This design comes from an exercise in tuning for small area on the open sky130 flow, not from production work. The RTL was checked by simulation tests, not by an equivalence proof against the original design. The clock port is modelled as an ideal driver, which makes a skipped or thinned clock tree look cheaper than it is; a real chip needs a root buffer or a tree.

## design/flow/config.mk

```make
export PLATFORM = sky130hd
export DESIGN_NAME = filter_lut
export DESIGN_NICKNAME = filter_lut
export VERILOG_FILES = /design/flow/design.v
export SDC_FILE = /design/flow/constraint.sdc
export NUM_CORES = 4
export LEC_CHECK = 0
export CAP_MARGIN = 20
export CORE_MARGIN = 2
export CORE_UTILIZATION = 40
export GPL_TIMING_DRIVEN = 0
export SLEW_MARGIN = 20
export SYNTH_HIERARCHICAL = 1
export SYNTH_MINIMUM_KEEP_SIZE = 0
```

## design/flow/constraint.sdc

```tcl
create_clock -name core_clock -period 10.0 [get_ports {clk}]
set_input_delay 2.0000 -clock core_clock [delete_from_list [all_inputs] [get_ports {clk}]]
set_output_delay 2.0000 -clock core_clock [all_outputs]
set_load 0.01 [all_outputs]
```

## design/flow/design.v

```verilog
module fa(input a, input b, input ci, output s, output co);
assign s = a ^ b ^ ci;
assign co = (a & b) | (a & ci) | (b & ci);
endmodule
module ha(input a, input b, output s, output co);
assign s = a ^ b;
assign co = a & b;
endmodule
module filter_lut(output [11:0] filtop,
                  input  [7:0]  x,
                  input         clk);
reg  [7:0]  x1;       
reg  [10:0] ra, rb;   
wire [10:0] u;        
always @(posedge clk) begin
  x1 <= x;
  ra <= u;
  rb <= ra;
end
wire c1 = x1 >= 8'd205;   
wire c0 = x  >= 8'd137;   
wire s1, c2;
ha u_s1 (.a(x1[0]), .b(x1[2]), .s(s1), .co(c2));
wire s3, c4;
fa u_s3 (.a(x1[1]), .b(x1[3]), .ci(c2), .s(s3), .co(c4));
wire s5, c6;
ha u_s5 (.a(s3), .b(x[0]), .s(s5), .co(c6));
wire s7, c8;
fa u_s7 (.a(x1[2]), .b(x1[4]), .ci(c4), .s(s7), .co(c8));
wire s9, c10;
fa u_s9 (.a(s7), .b(x[1]), .ci(c6), .s(s9), .co(c10));
wire s11, c12;
fa u_s11 (.a(x1[3]), .b(x1[5]), .ci(c8), .s(s11), .co(c12));
wire s13, c14;
fa u_s13 (.a(s11), .b(x[2]), .ci(c10), .s(s13), .co(c14));
wire s15, c16;
fa u_s15 (.a(x1[4]), .b(x1[6]), .ci(c12), .s(s15), .co(c16));
wire s17, c18;
fa u_s17 (.a(x[3]), .b(s15), .ci(c14), .s(s17), .co(c18));
wire s19, c20;
fa u_s19 (.a(x1[5]), .b(x1[7]), .ci(x[4]), .s(s19), .co(c20));
wire s21, c22;
fa u_s21 (.a(c16), .b(s19), .ci(c18), .s(s21), .co(c22));
wire s23, c24;
fa u_s23 (.a(x1[6]), .b(x[5]), .ci(c20), .s(s23), .co(c24));
wire s25, c26;
ha u_s25 (.a(s23), .b(c22), .s(s25), .co(c26));
wire s27, c28;
fa u_s27 (.a(x1[7]), .b(x[6]), .ci(c24), .s(s27), .co(c28));
wire s29, c30;
ha u_s29 (.a(s27), .b(c26), .s(s29), .co(c30));
wire s31, c32;
fa u_s31 (.a(x[7]), .b(c28), .ci(c30), .s(s31), .co(c32));
wire s33, c34;
ha u_s33 (.a(x1[0]), .b(x[0]), .s(s33), .co(c34));
wire s35, c36;
fa u_s35 (.a(x1[1]), .b(x[1]), .ci(c34), .s(s35), .co(c36));
wire s37, c38;
fa u_s37 (.a(s1), .b(x[2]), .ci(c36), .s(s37), .co(c38));
wire s39, c40;
fa u_s39 (.a(x[3]), .b(s5), .ci(c38), .s(s39), .co(c40));
wire s41, c42;
fa u_s41 (.a(x[4]), .b(s9), .ci(c40), .s(s41), .co(c42));
wire s43, c44;
fa u_s43 (.a(x[5]), .b(s13), .ci(c42), .s(s43), .co(c44));
wire s45, c46;
fa u_s45 (.a(x[6]), .b(s17), .ci(c44), .s(s45), .co(c46));
wire s47, c48;
fa u_s47 (.a(x[7]), .b(s21), .ci(c46), .s(s47), .co(c48));
wire s49, c50;
ha u_s49 (.a(s25), .b(c48), .s(s49), .co(c50));
wire s51, c52;
ha u_s51 (.a(s29), .b(c50), .s(s51), .co(c52));
wire s53 = s31 ^ c52;
wire s54, c55;
ha u_s54 (.a(rb[0]), .b(x[0]), .s(s54), .co(c55));
wire s56, c57;
fa u_s56 (.a(rb[1]), .b(nn1), .ci(x[1]), .s(s56), .co(c57));
wire s58 = ~(c55 ^ s56);
wire c59 = c55 | s56;
wire s60, c61;
fa u_s60 (.a(rb[2]), .b(nn2), .ci(x[2]), .s(s60), .co(c61));
wire s62, c63;
fa u_s62 (.a(c57), .b(s60), .ci(c59), .s(s62), .co(c63));
wire s64, c65;
fa u_s64 (.a(rb[3]), .b(nn3), .ci(x[3]), .s(s64), .co(c65));
wire s66, c67;
fa u_s66 (.a(c61), .b(s64), .ci(c63), .s(s66), .co(c67));
wire s68, c69;
fa u_s68 (.a(rb[4]), .b(x[4]), .ci(nn4), .s(s68), .co(c69));
wire s70, c71;
fa u_s70 (.a(c65), .b(s68), .ci(c67), .s(s70), .co(c71));
wire s72, c73;
fa u_s72 (.a(rb[5]), .b(x[5]), .ci(c69), .s(s72), .co(c73));
wire s74, c75;
fa u_s74 (.a(nn5), .b(s72), .ci(c71), .s(s74), .co(c75));
wire s76, c77;
fa u_s76 (.a(rb[6]), .b(x[6]), .ci(c73), .s(s76), .co(c77));
wire s78, c79;
fa u_s78 (.a(nn6), .b(s76), .ci(c75), .s(s78), .co(c79));
wire s80, c81;
fa u_s80 (.a(rb[7]), .b(x[7]), .ci(c77), .s(s80), .co(c81));
wire s82, c83;
fa u_s82 (.a(nn7), .b(s80), .ci(c79), .s(s82), .co(c83));
wire s84, c85;
fa u_s84 (.a(rb[8]), .b(c81), .ci(nn8), .s(s84), .co(c85));
wire s86, c87;
ha u_s86 (.a(s84), .b(c83), .s(s86), .co(c87));
wire s88, c89;
fa u_s88 (.a(rb[9]), .b(nn9), .ci(c85), .s(s88), .co(c89));
wire s90, c91;
ha u_s90 (.a(s88), .b(c87), .s(s90), .co(c91));
wire s92, c93;
fa u_s92 (.a(rb[10]), .b(nn10), .ci(c89), .s(s92), .co(c93));
wire s94, c95;
ha u_s94 (.a(s92), .b(c91), .s(s94), .co(c95));
wire s96, c97;
fa u_s96 (.a(c1), .b(c0), .ci(nn11), .s(s96), .co(c97));
wire s98, c99;
fa u_s98 (.a(c93), .b(s96), .ci(c95), .s(s98), .co(c99));
wire s100 = nn12 ^ c97 ^ c99;
wire nn1 = ~x1[0];
wire nn2 = ~x1[1];
wire nn3 = ~s1;
wire nn4 = ~s5;
wire nn5 = ~s9;
wire nn6 = ~s13;
wire nn7 = ~s17;
wire nn8 = ~s21;
wire nn9 = ~s25;
wire nn10 = ~s29;
wire nn11 = ~s31;
wire nn12 = ~c32;
assign u = {s53, s51, s49, s47, s45, s43, s41, s39, s37, s35, s33};
wire [10:0] L = {s94, s90, s86, s82, s78, s74, s70, s66, s62, s58, s54};   
wire neg = s100;   
wire [10:0] lor;   
assign lor[0] = L[0];
genvar i;
generate for (i = 1; i < 11; i = i + 1) begin : g_or
  assign lor[i] = lor[i-1] | L[i];
end endgenerate
wire [10:0] mag = L ^ ({lor[9:0], 1'b0} & {11{neg}});
assign filtop = {neg | (~lor[10] & (x != 8'd0)), mag};
endmodule
```

## design/flow/flow/run.sh

```bash
#!/bin/bash
# The standard ORFS layout (standard.sh) with these changes:
#  - the port buffers that buffer_ports puts on every input and output use the
#    smallest buffer cell (buf_1) instead of the delay-buffer cell it picks by
#    default;
#  - the buffers ABC inserted are removed at floorplan (REMOVE_ABC_BUFFERS);
#  - after floorplan, cells that ABC upsized are set back to their smallest
#    drive strength (flow/downsize.tcl); later repair steps size up as needed;
#  - the clock tree (24 flip-flops) is one clkbuf_16 driven by the clock port
#    (flow/onebuf.tcl, after CTS) instead of a root and two leaf buffers.
set -euo pipefail
here=$(pwd)
export BUFFER_PORTS_ARGS="-buffer_cell sky130_fd_sc_hd__buf_1"
export REMOVE_ABC_BUFFERS=1
export POST_FLOORPLAN_TCL="$here/flow/downsize.tcl"
export CTS_ARGS="-sink_clustering_enable -repair_clock_nets -dont_use_dummy_load"
export POST_CTS_TCL="$here/flow/onebuf.tcl"
bash standard.sh > standard.log 2>&1
```

## design/flow/flow/downsize.tcl

```tcl
# POST_FLOORPLAN hook: give every combinational cell that synthesis (ABC)
# upsized the smallest cell of the same function (same name, lowest drive
# strength), and let the later repair steps size up what timing needs.
set n 0
foreach inst [get_cells *] {
  set master [get_property $inst ref_name]
  if { ![regexp {^(sky130_fd_sc_hd__[a-z0-9]+)_([0-9]+)$} $master -> base drive] } { continue }
  if { [regexp {df|dl|sdf|edf|clk|conb|tap|fill|decap} $base] } { continue }
  set best $master
  set best_area [get_property [get_lib_cells */$master] area]
  foreach d {0 1 2} {
    if { $d >= $drive } { break }
    set cand ${base}_$d
    set lc [get_lib_cells -quiet */$cand]
    if { [llength $lc] == 0 } { continue }
    set a [get_property $lc area]
    if { $a < $best_area } { set best $cand; set best_area $a }
  }
  if { $best ne $master } {
    puts "downsize [get_full_name $inst]: $master -> $best"
    replace_cell $inst $best
    incr n
  }
}
puts "downsized $n cells"
```

## design/flow/flow/onebuf.tcl

```tcl
# POST_CTS hook.
# Collapse the clock tree CTS built into one buffer: every flip-flop clock pin
# is moved to the output of the root buffer, the other clock buffers (and any
# dummy loads) are deleted, and the root buffer is sized to drive them all.
set block [ord::get_db_block]
set clkport [$block findBTerm clk]
set rootnet [$clkport getNet]
set root ""
foreach it [$rootnet getITerms] {
  if { [$it isInputSignal] } { set root [$it getInst] }
}
set n_roots 0
foreach it [$rootnet getITerms] { incr n_roots }
puts "clock port feeds $n_roots pins; root buffer [$root getName] ([[$root getMaster] getName])"
set rootout ""
foreach it [$root getITerms] {
  if { [$it isOutputSignal] } { set rootout [$it getNet] }
}
# walk the tree below the root
set bufs {}
set sinks {}
set todo [list $rootout]
while { [llength $todo] } {
  set net [lindex $todo 0]
  set todo [lrange $todo 1 end]
  foreach it [$net getITerms] {
    if { [$it isOutputSignal] } { continue }
    set inst [$it getInst]
    set m [[$inst getMaster] getName]
    if { [string match "*clkbuf*" $m] || [string match "*clkinv*" $m] } {
      lappend bufs $inst
      foreach o [$inst getITerms] {
        if { [$o isOutputSignal] && [$o getNet] ne "NULL" } { lappend todo [$o getNet] }
      }
    } else {
      lappend sinks $it
    }
  }
}
puts "tree: [llength $bufs] buffers below the root, [llength $sinks] sinks"
foreach it $sinks {
  if { [$it getNet] ne $rootout } {
    $it disconnect
    $it connect $rootout
  }
}
foreach inst $bufs {
  set nets {}
  foreach o [$inst getITerms] {
    if { [$o isOutputSignal] && [$o getNet] ne "NULL" } { lappend nets [$o getNet] }
  }
  odb::dbInst_destroy $inst
  foreach net $nets {
    if { [llength [$net getITerms]] == 0 } { odb::dbNet_destroy $net }
  }
}
replace_cell [get_cells [$root getName]] sky130_fd_sc_hd__clkbuf_16
detailed_placement
estimate_parasitics -placement
set mx 0
foreach p [get_pins -hierarchical */CLK] {
  set s [get_property $p slew_max]
  if { $s > $mx } { set mx $s }
}
puts "one clock buffer: largest flip-flop clock-pin slew $mx"
```

## design/flow/standard.sh

```bash
#!/bin/bash
# synth_recipe.tcl (not shown) runs the flow's synth.tcl, then flattens the netlist and writes it again
# the make line also repeats each setting of config.mk as NAME=value (left out here)
make -C /OpenROAD-flow-scripts/flow DESIGN_CONFIG=/design/flow/config.mk WORK_HOME=/design/flow/orfs CLKGATE_MAP_FILE= SYNTH_SCRIPT=/design/flow/synth_recipe.tcl "${@:-finish}"
```

==> impl_metrics.yaml, run 1 <==
status:
  outcome: "no timing/DRC/antenna violations"
synthesis:
  netlist_top_cells_area: "fa_1, dfxtp_1, ha_1, xnor2_1, inv_1"
  synth_async_sr_flop_share_pct: 0
  yosysTopAreaCell: "fa_1"
  synth_top_cell_area_share_pct: 40.4
  synth_warnings: 7
  ys_seq_elements: 30
  synth_ff_type: "dfxtp_1"
  synth_area_per_cell_um2: 13.6
  synth_area_mm2: 0.00184
  synth_cells: 135
  synth_cell_types: 21
  synth.most_common_cell: "fa_1"
  synth_seq_area_share_pct: 32.7
  synth_edf_count: 0
  synth_common_cells: "fa_1, dfxtp_1, inv_1"
finish:
  post-route-util_pct: 45.4
  n_antenna_cell: 0
  final_nets: 215
  area_growth_pct: 8.38
  final_cell_area_mm2: 0.00199
  drive_above_1_share_pct: 1.29
  nFillCells: 412
  finalNonFillerCells: 207
global_routing:
  overflow: 0
  grt_pass1_vias: 1117
  top_usage_layer: "met2"
  grtUsageMet3_pct: 1.27
  antenna_found_initial: 0
  grt_pass1_wl_um: 5060
  grt_max_degree: 31
  grt_use_met1_pct: 21.5
  use_met2_pct: 22.3
  grt.total_usage_pct: 14.3
die:
  initial_utilization_pct: 41.9
  die_area_mm2: 0.00515
  die_h_um: 71.7
  core-area_mm2: 0.00438
  io_pins: 21
  fp.dieW_um: 71.7
  num_rows: 24
place:
  gp_congestion: 0.763
  hpwlAfterDp_um: 2560
  io_buffers: 20
  dpl_worst_slack_ps: 329
  placed_area_mm2: 0.00196
  dpl.cell_count: 206
detailed_routing:
  drc_errors: 0
  drt-total-wl_um: 2830
  drt-vias-per-instance: 4.98
  postRouteAntennaNets: 0
  num_vias: 1030
  routedWlPerCell_um: 13.7
  drt_iter0_drc: 45
  dr.pass1.iters: 7
clock_tree:
  numClockSinks: 30
  path_clk_slew_ps: 100
  clk_latency_ps: 160
worst_setup_path:
  critical_path.endpoint_type: "output port"
  cp-start-kind: "primary input"
  arrival_ps: 7450
  required_ps: 8000
  cp_max_fo: 9
  critPathKind: "in2out"
sta:
  rsz0062_at_grt: "no"
  skew_ps: 2.25
  setup-violations-final: 0
  hold_ws_ps: 339
  fmax_ghz: 0.106
  report.final.slew_viol_count: 0
  setup_tns_ps: 0
  finalCriticalPeriod_ps: 9450
  worst_pin_slew_ps: 457
  worst_slack_ps: 548
  finalHoldViolations: 0
  maxSlewHeadroom_pct: 69.5
  finalCritPeriodShare_pct: 94.5
worst_hold_path:
  hp-class: "reg2reg"
flow_run:
  maxCapViolCount: 0
[logic make-up after synthesis]
| kind of cell | synth area share, % |
|---|---|
| buffers and inverters | 3.48 |
| AOI/OAI and AO/OA | 3.41 |
| adders and majority gates | 48.5 |
| DFF | 32.7 |
| xor gates and xnor gates | 6.68 |
| and+or+nand+nor | 5.18 |
[layout by cell type (no fill, tap or decap), drive strengths merged]
| cell type | instances |
|---|---|
| o211ai | 1 |
| o41ai | 1 |
| o31ai | 1 |
| nor4 | 1 |
| nand2 | 5 |
| fa | 37 |
| xnor2 | 11 |
| nor2 | 4 |
| a21oi | 3 |
| inv | 15 |
| clkbuf | 1 |
| nand4bb | 1 |
| or3 | 2 |
| nor2b | 1 |
| o21ai | 4 |
| dfxtp | 30 |
| or4 | 1 |
| xor2 | 3 |
| ha | 12 |
| buf | 20 |
| or4b | 1 |
[routing by layer]
metal | vias to the layer above | wire length, um
met3 | 6 | 131
met1 | 521 | 1240
met5 | - | 0
li1 | 466 | -
met2 | 37 | 1400
met4 | 0 | 61
[per-module statistics from Yosys (local to each module, per instance)]
module / flip-flops and latches / copies in the design / cell area (um^2)
filter_lut: 30 / 1 / 957
fa: 0 / 37 / 20.0
ha: 0 / 11 / 12.5
[flip-flops by register name (all words and copies together), names as in the netlist]
register  count
rb           11
x1            8
ra           11
[area by class of cell]
cell class                      count  area [um^2]  area share (%)
Clock buffer                        1         25.0            1.26
Inverter                           15         56.3            2.83
Multi-Input combinational cell     89         1170            58.7
Sequential cell                    30          601            30.2
Tap cell                           52         65.1            3.27
Timing Repair Buffer               20         75.1            3.77
[worst max-delay path, cell delays in order]
cell and delay [ps]:
buf_1 270, fa_1 490, inv_1 70, ha_1 130, inv_1 50, fa_1 390, fa_1 400, fa_1 390
fa_1 390, fa_1 390, fa_1 370, ha_1 200, ha_1 180, ha_1 190, fa_1 370, xnor2_1 320
xor2_2 340, o21ai_0 180, xnor2_1 170, buf_1 170
[path summary, 6_finish.rpt]
path,from,endpoint,slack [ps],cells after the start
worst min register to register,ra[6]$_DFF_P_,rb[6]$_DFF_P_,340,0
worst max register to register,x1[0]$_DFF_P_,ra[10]$_DFF_P_,5790,11
worst min-delay path,ra[6]$_DFF_P_,rb[6]$_DFF_P_,340,0
worst max-delay path,x[1],filtop[2],550,20
==> inputs of run 2 (changes only) <==
--- a/design/flow/config.mk
+++ b/design/flow/config.mk
@@ -11,2 +11,3 @@
 export GPL_TIMING_DRIVEN = 0
+export SETUP_SLACK_MARGIN = -0.3
 export SLEW_MARGIN = 20
==> impl_metrics.yaml, run 2 <==
status:
  outcome: "no timing/DRC/antenna violations"
die:
  fp.dieW_um: 71.7
  core-area_mm2: 0.00438
  initial_utilization_pct: 41.9
  die_h_um: 71.7
  num_rows: 24
  die_area_mm2: 0.00515
  io_pins: 21
detailed_routing:
  drt-vias-per-instance: 4.99
  drt-total-wl_um: 2830
  routedWlPerCell_um: 13.7
  dr.pass1.iters: 7
  drt_iter0_drc: 45
  postRouteAntennaNets: 0
  drc_errors: 0
  num_vias: 1032
sta:
  worst_pin_slew_ps: 522
  report.final.slew_viol_count: 0
  worst_slack_ps: 415
  setup-violations-final: 0
  finalCritPeriodShare_pct: 95.9
  finalCriticalPeriod_ps: 9590
  maxSlewHeadroom_pct: 65.1
  skew_ps: 2.25
  finalHoldViolations: 0
  fmax_ghz: 0.104
synthesis:
  synth_warnings: 7
  synth_top_cell_area_share_pct: 40.4
  ys_seq_elements: 30
  synth_edf_count: 0
  synth_cells: 135
  netlist_top_cells_area: "fa_1, dfxtp_1, ha_1, xnor2_1, inv_1"
  synth_area_per_cell_um2: 13.6
  synth_ff_type: "dfxtp_1"
  synth_async_sr_flop_share_pct: 0
  synth_cell_types: 21
  yosysTopAreaCell: "fa_1"
  synth.most_common_cell: "fa_1"
  synth_common_cells: "fa_1, dfxtp_1, inv_1"
  synth_seq_area_share_pct: 32.7
  synth_area_mm2: 0.00184
worst_hold_path:
  hp-class: "reg2reg"
  hold_end: "rb[6]$_DFF_P_"
  whs_path_depth: 0
  hp-start: "ra[6]$_DFF_P_"
global_routing:
  overflow: 0
  antenna_found_initial: 0
  grt_pass1_vias: 1117
  grt_pass1_wl_um: 5060
  grt.total_usage_pct: 14.3
  grt_max_degree: 31
worst_setup_path:
  critical_path.endpoint_type: "output port"
  cp-start-kind: "primary input"
  r2r_cells: 11
  worstReg2RegStart: "x1[0]$_DFF_P_"
  reg2reg_setup_slack_ps: 5790
  r2r_end: "ra[10]$_DFF_P_"
  required_ps: 8000
  critPathKind: "in2out"
  arrival_ps: 7590
  cp_max_fo: 9
clock_tree:
  clk_latency_ps: 160
  path_clk_slew_ps: 100
  numClockSinks: 30
place:
  hpwlAfterDp_um: 2560
  placed_area_mm2: 0.00196
  gp_congestion: 0.763
  dpl_worst_slack_ps: 329
  io_buffers: 20
finish:
  final_common_cell: "fa_1"
  nFillCells: 414
  area_growth_pct: 7.98
  final_nets: 215
  drive_above_1_share_pct: 0.645
  reg.largest.list: "ra x11, rb x11, x1 x8"
  final_cell_area_mm2: 0.00198
  n_antenna_cell: 0
  layout_common_cells: "fa_1, dfxtp_1, buf_1, inv_1, ha_1"
flow_run:
  maxCapViolCount: 0
## run 2: changes by cell type in the layout (fill, tap and decap cells not counted)
cell | before | now
xor2_2 | 1 | 0
xor2_1 | 2 | 3
## run 2: cell families after synthesis
group / synth area share (%)
adder cells (fa/ha/maj): 48.5
flip-flops: 32.7
AO/OA/AOI/OAI: 3.41
XOR/XNOR: 6.68
AND/OR/NAND/NOR: 5.18
buffers and inverters: 3.48
## run 2: stage by stage
stage	hold WS, ps	utilization, %	setup TNS (ps)	cells
6_report	339	45.2	0	207
3_3_place_gp	310	44.6	0	206
2_1_floorplan	310	-	0	134
3_5_place_dp	312	44.6	0	206
5_1_grt	341	45.2	-58.8	207
## run 2: per-layer routing
layer	GRT usage (%)	wire length, um	vias up
met5	0	0	-
met3	1.27	131	6
met4	3.77	61	0
met1	21.5	1240	522
li1	-	-	467
met2	22.3	1400	37
## run 2: final cells by class
| class | instances | area, um^2 | area share [%] |
|---|---|---|---|
| multi-input cells | 89 | 1160 | 58.5 |
| flip-flops and latches | 30 | 601 | 30.3 |
| repair buffers | 20 | 75.1 | 3.79 |
| well taps | 52 | 65.1 | 3.28 |
| inverters | 15 | 56.3 | 2.84 |
| clock buffers | 1 | 25.0 | 1.26 |
## run 2: how the worst max path moves through the flow
stage               startpoint         end  slack, ps
global route              x[1]   filtop[2]        -40
floorplan                 x[1]  filtop[10]       1080
finish                    x[1]   filtop[2]        410
detailed placement        x[1]   filtop[2]        330
global placement          x[1]  filtop[10]        480
## run 2: Yosys stat by module, one instance, submodules excluded
module / times used / cell area, um^2
fa: 37 / 20.0
filter_lut: 1 / 957
ha: 11 / 12.5
## run 2: critical path, cell delays in order
cell,delay (ps)
buf_1,270
fa_1,490
inv_1,70
ha_1,130
inv_1,50
fa_1,390
fa_1,400
fa_1,390
fa_1,390
fa_1,390
fa_1,370
ha_1,200
ha_1,180
ha_1,190
fa_1,370
xnor2_1,260
xor2_1,480
o21ai_0,220
xnor2_1,180
buf_1,170

## port drivers added, routing unchanged
Ports are ideal in the flow. The routed layouts listed here were re-timed in OpenROAD.
Step 1, drivers: a clkbuf_16 drives clk and a buf_2 each remaining input, both assumed.
Step 2 also shifts input and output timing later by t, the mid clock arrival at the registers, as if the neighbouring blocks saw the same clock.
a / b / c = no drivers / after step 1 / after step 2; a / b = the first two.
run	t (ns)	setup WS [ns]	worst setup path at the end	worst register clock-pin slew, ns	cell pins on the clock port's net
run 1	0.189	0.548 / 0.525 / 0.525	input to output	0.10 / 0.10	1
run 2	0.189	0.415 / 0.391 / 0.391	input to output	0.10 / 0.10	1
After both steps setup and hold are still met in every run listed. The setup slack of run 2, which loses most, moves by -0.024 ns with the drivers and by -0.024 ns with both steps.
